From an optimization exercise on the open Yosys and OpenROAD flow, aimed at small area and a short achievable clock period; shortcuts taken in it are not production practice. Where RTL was checked, it was by simulation tests only, not by an equivalence proof against the original. The RTL of run 2 was laid out without a check of its function. The flow treats the clock pin as an ideal source, which a real chip does not have.

## flow/design.v (module list and top-level ports; edited modules follow where they fit)
// module div16_reg: 24 lines
// module div_16bit: 1389 lines
// module g_a21oi: 3 lines
// module g_and2: 3 lines
// module g_inv: 3 lines
// module g_nand2: 3 lines
// module g_nor2: 3 lines
// module g_nor2b: 3 lines
// module g_nor4: 3 lines
// module g_o21ai: 3 lines
// module g_xnor2: 3 lines
// module g_xor2: 3 lines
module div16_reg (
    input wire clk,
    input wire [15:0] A,
    input wire [7:0] B,
    output reg [15:0] result,
    output reg [15:0] odd
);
  // ...
==> flow/flow/run.sh <==
#!/bin/bash
# The standard layout, with these changes to how it is made:
#  - the port buffers are the smallest buffer (buf_1) rather than the resizer's pick;
#  - after clock tree synthesis, flow/skew.tcl gives the registers that
#    capture the divider's last results a later clock (useful skew for the
#    register-to-register path); the later repair steps fix hold.
set -euo pipefail
export POST_CTS_TCL="$(pwd)/flow/skew.tcl"
export SKEW_CELLS=2
export SKEW_REGS="result:0-5 odd:0-7"
bash standard.sh \
  BUFFER_PORTS_ARGS="-buffer_cell sky130_fd_sc_hd__buf_1" \
  SETUP_SLACK_MARGIN=16 \
  ABC_LOAD_IN_FF=1 \
  finish > standard.log 2>&1
==> flow/flow/skew.tcl <==
# Useful skew for the divider: the registers that capture the divider's
# late results get their clock through a delay chain, so the long
# register-to-register path through the divider gets more time. Only
# register-to-register paths gain: these registers launch output paths,
# which lose the same time, and no input path changes.
#   SKEW_CELLS   number of delay cells in the chain
#   SKEW_REGS    registers to delay, as NAME:LO-HI items (bits LO..HI of NAME)
set skew_cells $::env(SKEW_CELLS)
set skew_regs $::env(SKEW_REGS)
set skew_dly_cell sky130_fd_sc_hd__dlygate4sd3_1
set skew_buf_cell sky130_fd_sc_hd__clkbuf_8

set db [ord::get_db]
set block [ord::get_db_block]
set dly_master [$db findMaster $skew_dly_cell]
set buf_master [$db findMaster $skew_buf_cell]

# registers to delay
set caps {}
foreach inst [$block getInsts] {
  if {[$inst findITerm CLK] eq "NULL"} { continue }
  set name [string map {"\\" ""} [$inst getName]]
  if {![regexp {^([A-Za-z_0-9]+)\[([0-9]+)\]} $name -> base bit]} { continue }
  foreach item $skew_regs {
    lassign [split $item ":-"] rb lo hi
    if {$base eq $rb && $bit >= $lo && $bit <= $hi} {
      lappend caps $inst
      break
    }
  }
}
puts "skew: [llength $caps] registers, $skew_cells delay cells"

# the clock root net: the net driven by the buffer the clock port drives
set port_net [$block findNet clk]
set root_net ""
foreach it [$port_net getITerms] {
  set inst [$it getInst]
  set out [$inst findITerm X]
  if {$out ne "NULL"} { set root_net [$out getNet] }
}
set root_drv_loc [[[lindex [$port_net getITerms] 0] getInst] getLocation]

# centroid of the delayed registers
set sx 0; set sy 0
foreach ff $caps { set l [$ff getLocation]; set sx [expr {$sx + [lindex $l 0]}]; set sy [expr {$sy + [lindex $l 1]}] }
set cx [expr {int($sx / [llength $caps])}]
set cy [expr {int($sy / [llength $caps])}]
set rx [lindex $root_drv_loc 0]; set ry [lindex $root_drv_loc 1]

set prev $root_net
for {set i 0} {$i < $skew_cells} {incr i} {
  set inst [odb::dbInst_create $block $dly_master "skew_dly_$i"]
  set net [odb::dbNet_create $block "skew_net_$i"]
  $net setSigType CLOCK
  [$inst findITerm A] connect $prev
  [$inst findITerm X] connect $net
  set f [expr {($i + 1.0) / ($skew_cells + 1)}]
  $inst setLocation [expr {int($rx + $f * ($cx - $rx))}] [expr {int($ry + $f * ($cy - $ry))}]
  $inst setPlacementStatus PLACED
  set prev $net
}
set buf [odb::dbInst_create $block $buf_master "skew_buf"]
set late [odb::dbNet_create $block "skew_clk"]
$late setSigType CLOCK
[$buf findITerm A] connect $prev
[$buf findITerm X] connect $late
$buf setLocation $cx $cy
$buf setPlacementStatus PLACED

set old_nets {}
foreach ff $caps {
  set it [$ff findITerm CLK]
  set n [$it getNet]
  if {[lsearch $old_nets $n] < 0} { lappend old_nets $n }
  $it disconnect
  $it connect $late
}
# drop clock buffers left without loads
foreach n $old_nets {
  set loads 0
  set drv ""
  foreach it [$n getITerms] {
    if {[$it isOutputSignal]} { set drv [$it getInst] } else { incr loads }
  }
  if {$loads == 0 && $drv ne ""} {
    puts "skew: removing unloaded clock buffer [$drv getName]"
    odb::dbInst_destroy $drv
    odb::dbNet_destroy $n
  }
}

detailed_placement
set_propagated_clock [all_clocks]
estimate_parasitics -placement
report_clock_skew
report_worst_slack -max
report_worst_slack -min
==> flow/standard.sh <==
#!/bin/bash
# synth_recipe.tcl (not shown) runs the flow's synth.tcl, then flattens the netlist and writes it again
# the make line also repeats each setting of config.mk as NAME=value (left out here)
make -C /OpenROAD-flow-scripts/flow DESIGN_CONFIG=/design/flow/config.mk WORK_HOME=/design/flow/orfs CLKGATE_MAP_FILE= SYNTH_SCRIPT=/design/flow/synth_recipe.tcl "${@:-finish}"
==> flow/config.mk <==
export PLATFORM = sky130hd
export DESIGN_NAME = div16_reg
export DESIGN_NICKNAME = div16_reg
export VERILOG_FILES = /design/flow/design.v
export SDC_FILE = /design/flow/constraint.sdc
export NUM_CORES = 4
export LEC_CHECK = 0
export CAP_MARGIN = 20
export CORE_MARGIN = 2
export CORE_UTILIZATION = 40
export CTS_BUF_LIST = sky130_fd_sc_hd__clkbuf_8
export SLEW_MARGIN = 20
export SYNTH_HIERARCHICAL = 1
export SYNTH_MINIMUM_KEEP_SIZE = 0
==> flow/constraint.sdc <==
create_clock -name core_clock -period 36.0 [get_ports {clk}]
set_input_delay 7.2000 -clock core_clock [delete_from_list [all_inputs] [get_ports {clk}]]
set_output_delay 7.2000 -clock core_clock [all_outputs]
set_load 0.01 [all_outputs]
==> impl_metrics.py, run 1 <==
metrics = {
    "sta": {
        "setup_viol": 0,
        "whs_ps": -55.4,
        "fin_ws_ps": 18270,
        "finalHoldViolCount": 7,
        "fin_skew_ps": 1190,
    },
    "global_route": {
        "grt_pass1_vias": 4073,
    },
    "run_status": {
        "outcome": "failed layout checks",
        "so_faults": "negative hold slack",
    },
    "finish": {
        "dominant_cells": "multi-input gates",
        "largestRegisters": "a_q x16, odd x16, result x16",
        "final_cell_area_um2": 5850,
    },
    "synthesis": {
        "syn_area_um2": 5070,
        "synth_common_cells": "217 x nor2_1, 130 x nand2_1, 103 x xor2_1, 93 x o21ai_1, 81 x xnor2_1",
        "synthFlopType": "dfxtp_1",
        "synthCells": 786,
        "post-synth-top-area-cell": "dfxtp_1",
        "yosys_warnings": 7,
    },
    "detailed_routing": {
        "top_layer": "met4",
        "drtPass1Iterations": 5,
        "first_iter_violations": 218,
    },
    "setup_path": {
        "required_ps": 37370,
        "cpMostUsedCell": "nor2_1",
        "cp-endpoint": "odd[7]",
    },
    "clock_network": {
        "insertion_delay_ps": 1480,
    },
    "die": {
        "die_area_um2": 13600,
    },
}
==> run 2: changes to the inputs <==
--- a/flow/design.v
+++ b/flow/design.v
@@ -1335,87 +1335,93 @@
 wire G0_639;
 g_o21ai u639 (.y(G0_639), .a(p0_631), .b(g0_628), .c(g0_630));
 wire P0_640;
 g_nor2 u640 (.y(P0_640), .a(p0_631), .b(p0_629));
 wire G0_641;
 g_o21ai u641 (.y(G0_641), .a(p0_635), .b(g0_632), .c(g0_634));
 wire P0_642;
 g_nor2 u642 (.y(P0_642), .a(p0_635), .b(p0_633));
-wire G0_643;
-g_a21oi u643 (.y(G0_643), .a(P0_638), .b(G0_636), .c(G0_637));
+wire iv_643;
+g_inv u643 (.y(iv_643), .a(G0_636));
 wire G0_644;
-g_a21oi u644 (.y(G0_644), .a(P0_642), .b(G0_639), .c(G0_641));
-wire P0_645;
-g_nand2 u645 (.y(P0_645), .a(P0_642), .b(P0_640));
-wire G0_646;
-g_o21ai u646 (.y(G0_646), .a(P0_645), .b(G0_643), .c(G0_644));
-wire iv_647;
-g_inv u647 (.y(iv_647), .a(G0_643));
-wire G0_648;
-g_a21oi u648 (.y(G0_648), .a(P0_640), .b(iv_647), .c(G0_639));
-wire iv_649;
-g_inv u649 (.y(iv_649), .a(G0_636));
-wire G0_650;
-g_o21ai u650 (.y(G0_650), .a(p0_625), .b(iv_649), .c(g0_624));
+g_o21ai u644 (.y(G0_644), .a(p0_625), .b(iv_643), .c(g0_624));
+wire G0_645;
+g_a21oi u645 (.y(G0_645), .a(P0_638), .b(G0_636), .c(G0_637));
+wire iv_646;
+g_inv u646 (.y(iv_646), .a(G0_639));
+wire G0_647;
+g_o21ai u647 (.y(G0_647), .a(p0_633), .b(iv_646), .c(g0_632));
+wire P0_648;
+g_nor2b u648 (.y(P0_648), .a(P0_640), .b(p0_633));
+wire G0_649;
+g_a21oi u649 (.y(G0_649), .a(P0_642), .b(G0_639), .c(G0_641));
+wire P0_650;
+g_nand2 u650 (.y(P0_650), .a(P0_642), .b(P0_640));
 wire G0_651;
-g_o21ai u651 (.y(G0_651), .a(p0_629), .b(G0_643), .c(g0_628));
-wire G0_652;
-g_o21ai u652 (.y(G0_652), .a(p0_633), .b(G0_648), .c(g0_632));
-wire q0_653;
-g_nor2 u653 (.y(q0_653), .a(G0_646), .b(r1_620));
-assign q[0] = ~q0_653;
-wire m0_654;
-g_nor2 u654 (.y(m0_654), .a(q0_653), .b(nb[0]));
-wire r0_655;
-g_xor2 u655 (.y(r0_655), .a(A[0]), .b(m0_654));
-wire t0_656;
-g_xor2 u656 (.y(t0_656), .a(nb[1]), .b(g0_621));
+g_o21ai u651 (.y(G0_651), .a(p0_629), .b(G0_645), .c(g0_628));
+wire iv_652;
+g_inv u652 (.y(iv_652), .a(G0_645));
+wire G0_653;
+g_a21oi u653 (.y(G0_653), .a(P0_640), .b(iv_652), .c(G0_639));
+wire G0_654;
+g_a21oi u654 (.y(G0_654), .a(P0_648), .b(iv_652), .c(G0_647));
+wire G0_655;
+g_o21ai u655 (.y(G0_655), .a(P0_650), .b(G0_645), .c(G0_649));
+wire q0_656;
+g_nor2 u656 (.y(q0_656), .a(G0_655), .b(r1_620));
+assign q[0] = ~q0_656;
 wire m0_657;
-g_nor2 u657 (.y(m0_657), .a(q0_653), .b(t0_656));
+g_nor2 u657 (.y(m0_657), .a(q0_656), .b(nb[0]));
 wire r0_658;
-g_xor2 u658 (.y(r0_658), .a(r1_599), .b(m0_657));
+g_xor2 u658 (.y(r0_658), .a(A[0]), .b(m0_657));
 wire t0_659;
-g_xnor2 u659 (.y(t0_659), .a(nb[2]), .b(G0_636));
+g_xor2 u659 (.y(t0_659), .a(nb[1]), .b(g0_621));
 wire m0_660;
-g_nor2 u660 (.y(m0_660), .a(q0_653), .b(t0_659));
+g_nor2 u660 (.y(m0_660), .a(q0_656), .b(t0_659));
 wire r0_661;
-g_xor2 u661 (.y(r0_661), .a(r1_602), .b(m0_660));
+g_xor2 u661 (.y(r0_661), .a(r1_599), .b(m0_660));
 wire t0_662;
-g_xnor2 u662 (.y(t0_662), .a(nb[3]), .b(G0_650));
+g_xnor2 u662 (.y(t0_662), .a(nb[2]), .b(G0_636));
 wire m0_663;
-g_nor2 u663 (.y(m0_663), .a(q0_653), .b(t0_662));
+g_nor2 u663 (.y(m0_663), .a(q0_656), .b(t0_662));
 wire r0_664;
-g_xor2 u664 (.y(r0_664), .a(r1_605), .b(m0_663));
+g_xor2 u664 (.y(r0_664), .a(r1_602), .b(m0_663));
 wire t0_665;
-g_xor2 u665 (.y(t0_665), .a(nb[4]), .b(G0_643));
+g_xnor2 u665 (.y(t0_665), .a(nb[3]), .b(G0_644));
 wire m0_666;
-g_nor2 u666 (.y(m0_666), .a(q0_653), .b(t0_665));
+g_nor2 u666 (.y(m0_666), .a(q0_656), .b(t0_665));
 wire r0_667;
-g_xor2 u667 (.y(r0_667), .a(r1_608), .b(m0_666));
+g_xor2 u667 (.y(r0_667), .a(r1_605), .b(m0_666));
 wire t0_668;
-g_xnor2 u668 (.y(t0_668), .a(nb[5]), .b(G0_651));
+g_xor2 u668 (.y(t0_668), .a(nb[4]), .b(G0_645));
 wire m0_669;
-g_nor2 u669 (.y(m0_669), .a(q0_653), .b(t0_668));
+g_nor2 u669 (.y(m0_669), .a(q0_656), .b(t0_668));
 wire r0_670;
-g_xor2 u670 (.y(r0_670), .a(r1_611), .b(m0_669));
+g_xor2 u670 (.y(r0_670), .a(r1_608), .b(m0_669));
 wire t0_671;
-g_xor2 u671 (.y(t0_671), .a(nb[6]), .b(G0_648));
+g_xnor2 u671 (.y(t0_671), .a(nb[5]), .b(G0_651));
 wire m0_672;
-g_nor2 u672 (.y(m0_672), .a(q0_653), .b(t0_671));
+g_nor2 u672 (.y(m0_672), .a(q0_656), .b(t0_671));
 wire r0_673;
-g_xor2 u673 (.y(r0_673), .a(r1_614), .b(m0_672));
+g_xor2 u673 (.y(r0_673), .a(r1_611), .b(m0_672));
 wire t0_674;
-g_xnor2 u674 (.y(t0_674), .a(nb[7]), .b(G0_652));
+g_xor2 u674 (.y(t0_674), .a(nb[6]), .b(G0_653));
 wire m0_675;
-g_nor2 u675 (.y(m0_675), .a(q0_653), .b(t0_674));
+g_nor2 u675 (.y(m0_675), .a(q0_656), .b(t0_674));
 wire r0_676;
-g_xor2 u676 (.y(r0_676), .a(r1_617), .b(m0_675));
+g_xor2 u676 (.y(r0_676), .a(r1_614), .b(m0_675));
+wire t0_677;
+g_xor2 u677 (.y(t0_677), .a(nb[7]), .b(G0_654));
+wire m0_678;
+g_nor2 u678 (.y(m0_678), .a(q0_656), .b(t0_677));
+wire r0_679;
+g_xor2 u679 (.y(r0_679), .a(r1_617), .b(m0_678));
 assign result = {q[15:9], zero ? 9'd0 : q[8:0]};
-assign odd    = {zero ? A[15:8] : 8'd0, r0_676, r0_673, r0_670, r0_667, r0_664, r0_661, r0_658, r0_655};
+assign odd    = {zero ? A[15:8] : 8'd0, r0_679, r0_676, r0_673, r0_670, r0_667, r0_664, r0_661, r0_658};
 endmodule
 module g_a21oi (input a, b, c, output y);
 assign y = ~((a & b) | c);
 endmodule
 module g_and2 (input a, b, output y);
 assign y = a & b;
 endmodule
 module g_inv (input a, output y);
==> flow/flow/run.sh (replaced) <==
#!/bin/bash
set -euo pipefail
bash standard.sh \
  BUFFER_PORTS_ARGS="-buffer_cell sky130_fd_sc_hd__buf_1" \
  SETUP_SLACK_MARGIN=16 \
  ABC_LOAD_IN_FF=1 \
  finish > standard.log 2>&1
removed: flow/flow/skew.tcl
==> impl_metrics.py, run 2 <==
metrics = {
    "die": {
        "start_util_pct": 40.6,
        "io-pin-count": 57,
        "rows": 41,
        "die_area_um2": 13600,
        "die_h_um": 117,
        "chipWidth_um": 117,
        "core_area_um2": 12500,
    },
    "clock_network": {
        "clk_pin_slew_ps": 110,
        "root_buffer": "clkbuf_8",
        "insertion_delay_ps": 340,
        "cts.sinks": 56,
        "tritoncts": "built",
        "htree_num_levels": 2,
        "cts_buffers": 5,
        "cts_max_path_buffers": 2,
    },
    "setup_path": {
        "reg2reg_slack_ps": 17950,
        "reg2reg_to": "odd[6]",
        "cp_max_fo": 9,
        "cpMostUsedCell": "nor2_1",
        "rr_startpoint": "b_q[6]",
        "crit_slowest_cell": "dfxtp_1",
        "worstSetupPathType": "reg2reg",
        "arrival_ps": 18270,
        "start_kind": "flop",
        "required_ps": 36220,
        "worst_path_largest_cell_delay_ps": 380,
        "cp-end-kind": "flop",
        "crit_start": "b_q[6]",
        "rr_worst_depth": 112,
    },
    "sta": {
        "finalHoldViolCount": 0,
        "period_needed_ps": 18050,
        "fin_crit_sh_pct": 50.1,
        "tightestPinTransition_ps": 693,
        "fin_skew_ps": 11.7,
        "slew_headroom_pct": 53.7,
        "setup_viol": 0,
        "timing.fmax_ghz": 0.0554,
        "rsz0062_at_grt": "false",
        "setup_tns_ps": 0,
        "whs_ps": 453,
        "slew_violations": 0,
    },
    "detailed_routing": {
        "wire_per_inst_um": 11.1,
        "drtPass1Iterations": 6,
        "first_iter_violations": 228,
        "vias": 4793,
        "antenna_left": 0,
        "drc_errors": 0,
        "via_per_inst": 4.67,
        "drt-total-wl_um": 11400,
    },
    "placed_design": {
        "dp_cells": 1008,
        "port_buffers": 56,
        "place.gp.congestion": 0.799,
        "hpwlAfterDp_um": 7950,
    },
    "synthesis": {
        "synthArstFlopShare_pct": 0,
        "synthTopCellsByArea": "dfxtp_1 22%, xor2_1 18%, nor2_1 16%, xnor2_1 14%, nand2_1 9.6%",
        "ys_seq_elements": 56,
        "synth_top_area_share_pct": 22.0,
        "avgSynthCellArea_um2": 6.45,
        "synthCells": 789,
        "synth_cell_type_count": 20,
        "synth_common_cells": "217 x nor2_1, 130 x nand2_1, 104 x xor2_1, 93 x o21ai_1, 80 x xnor2_1",
        "yosys.cell_count.top_type": "nor2_1",
        "ys_seq_area_share_pct": 22.0,
        "yosys_warnings": 7,
        "synth-edff-count": 0,
        "synthFlopType": "dfxtp_1",
        "post-synth-top-area-cell": "dfxtp_1",
        "syn_nets": 814,
        "syn_area_um2": 5090,
    },
    "min_path": {
        "hold_class": "reg2reg",
        "holdPathStages": 1,
        "worstHoldStart": "a_q[0]",
        "min_to": "odd[0]",
    },
    "finish": {
        "final-instance-count-excl-fill": 1027,
        "final_cell_mix": "207 x nor2_1, 130 x nand2_1, 97 x xor2_1",
        "regArea_um2": 1120,
        "syn2layout_area_growth_pct": 19.9,
        "layout.nets": 879,
        "multiInputGateArea_um2": 4140,
        "antennaDiodeCount": 0,
        "fill_cells": 1271,
        "final_common_cell": "nor2_1",
        "largestRegisters": "a_q x16, odd x16, result x16",
        "drive_gt1_share_pct": 11.0,
    },
    "global_route": {
        "grt_pass1_wl_um": 18500,
        "antenna_found_initial": 0,
        "grt_pass1_vias": 4018,
        "grtUsageTotal_pct": 16.5,
        "grt_max_degree": 47,
        "overflow": 0,
    },
    "run": {
        "maxCapViolations": 0,
    },
    "run_status": {
        "outcome": "finished clean",
    },
}
==> run 2: cell count changes in the layout (fill, tap and decap cells not counted), sizes merged <==
cell         change
buf              +7
inv              +2
bufinv           +2
clkinvlp         -4
a21oi            +1
clkbuf           -1
xnor2            -1
nor2b            +1
dlygate4sd3     -10
xor2             +1
==> run 2: kinds of logic (layout without fill, tap and decap cells) <==
group / after synthesis / after routing / synth area share [%]
flip-flops: 56 / 56 / 22.0
buffers and inverters: 50 / 116 / 4.80
AND/OR/NAND/NOR: 367 / 367 / 28.2
XOR/XNOR: 184 / 184 / 31.7
AO/OA/AOI/OAI: 132 / 132 / 13.3
==> run 2: timing repair <==
item                       4_1_cts  5_1_grt
setup endpoints to repair       10       10
resized for setup               18       64
pin swaps                        0        7
gates cloned                     0        0
hold buffers                     0        0
setup buffers                    0       10
==> run 2: how the worst max path moves through the flow <==
stage / end / slack [ps] / depth (start not counted)
2_1_floorplan: odd[1] / 16740 / 110
3_3_place_gp: odd[5] / 14050 / 109
3_5_place_dp: odd[5] / 13810 / 109
4_1_cts: odd[6] / 16030 / 111
5_1_grt: odd[6] / 15890 / 113
6_report: odd[6] / 17950 / 112
==> run 2: routing by layer <==
layer | GRT usage [%] | vias to the layer above | part of all wire, %
met5 | 0 | - | 0
met4 | 2.98 | 0 | 0.63
met3 | 2.57 | 8 | 2.8
met2 | 27.8 | 70 | 45
met1 | 22.7 | 2085 | 51
li1 | - | 2630 | -
==> run 2: Yosys stat by module, one instance, submodules excluded, excerpt <==
module	copies in the design	cells
div_16bit	1	51
g_nor4	2	1
g_inv	26	1
g_and2	1	1
g_xor2	104	1
g_nor2	208	1
g_nor2b	5	1
div16_reg	1	56
g_xnor2	80	1
g_nand2	129	1
g_a21oi	34	1
==> run 2: critical path: cells and delay by family (launching register included) <==
kind | cells | cell delay [ps]
buffers and inverters | 6 | 660
flip-flops | 1 | 380
AO/OA/AOI/OAI | 40 | 6760
XOR/XNOR | 17 | 3960
AND/OR/NAND/NOR | 49 | 6100
==> run 2: through the flow <==
| stage | cell area [µm²] | setup WS [ps] | utilization (%) |
|---|---|---|---|
| after detailed placement | 5450 | 13810 | 43.5 |
| after CTS | 5650 | 16030 | 45.1 |
| after floorplan | 5090 | 16740 | - |
| after global routing | 6100 | 15890 | 48.8 |
| after global placement | 5450 | 14050 | 43.5 |
| final | 6100 | 17950 | 48.8 |
==> run 2: layout make-up <==
| cell class | instances | area share, % |
|---|---|---|
| inverters | 34 | 2.09 |
| clock buffers | 5 | 1.13 |
| clock inverters | 3 | 1.13 |
| multi-input cells | 683 | 67.8 |
| well taps | 172 | 3.53 |
| flip-flops and latches | 56 | 18.4 |
| repair buffers | 74 | 5.91 |

## afterwards: timing with drivers on the ports
How much do the figures lean on ideal ports? The routed layouts below were timed once more, with nothing changed but the port constraints. Step 1 sets driving cells, clkbuf_16 on the clock port and buf_2 on the other inputs (assumed; they add their load-dependent delay and slew). Step 2, shift: input delay + t, output delay - t, t = (earliest + latest rising clock arrival at the registers) / 2. This alone moves slack from input paths to output paths. Three values: ideal, step 1, step 2; two values: the first two.
| run | t (ns) | slack for setup (ns) | hold slack, ns | latest minus earliest clock arrival (ns) | worst register clock-pin slew, ns | pins driven straight from the clock port |
|---|---|---|---|---|---|---|
| run 1 | 0.920 | 18.273 / 18.273 / 18.273 | -0.055 / -0.055 / -0.055 | 1.187 / 1.187 | 0.11 / 0.11 | 1 |
| run 2 | 0.361 | 17.949 / 17.949 / 17.949 | 0.453 / 0.453 / 0.453 | 0.013 / 0.013 | 0.12 / 0.12 | 1 |
In run 1 the clock reaches the registers at very different times; t lies between them, and the last value is a rough guide only.
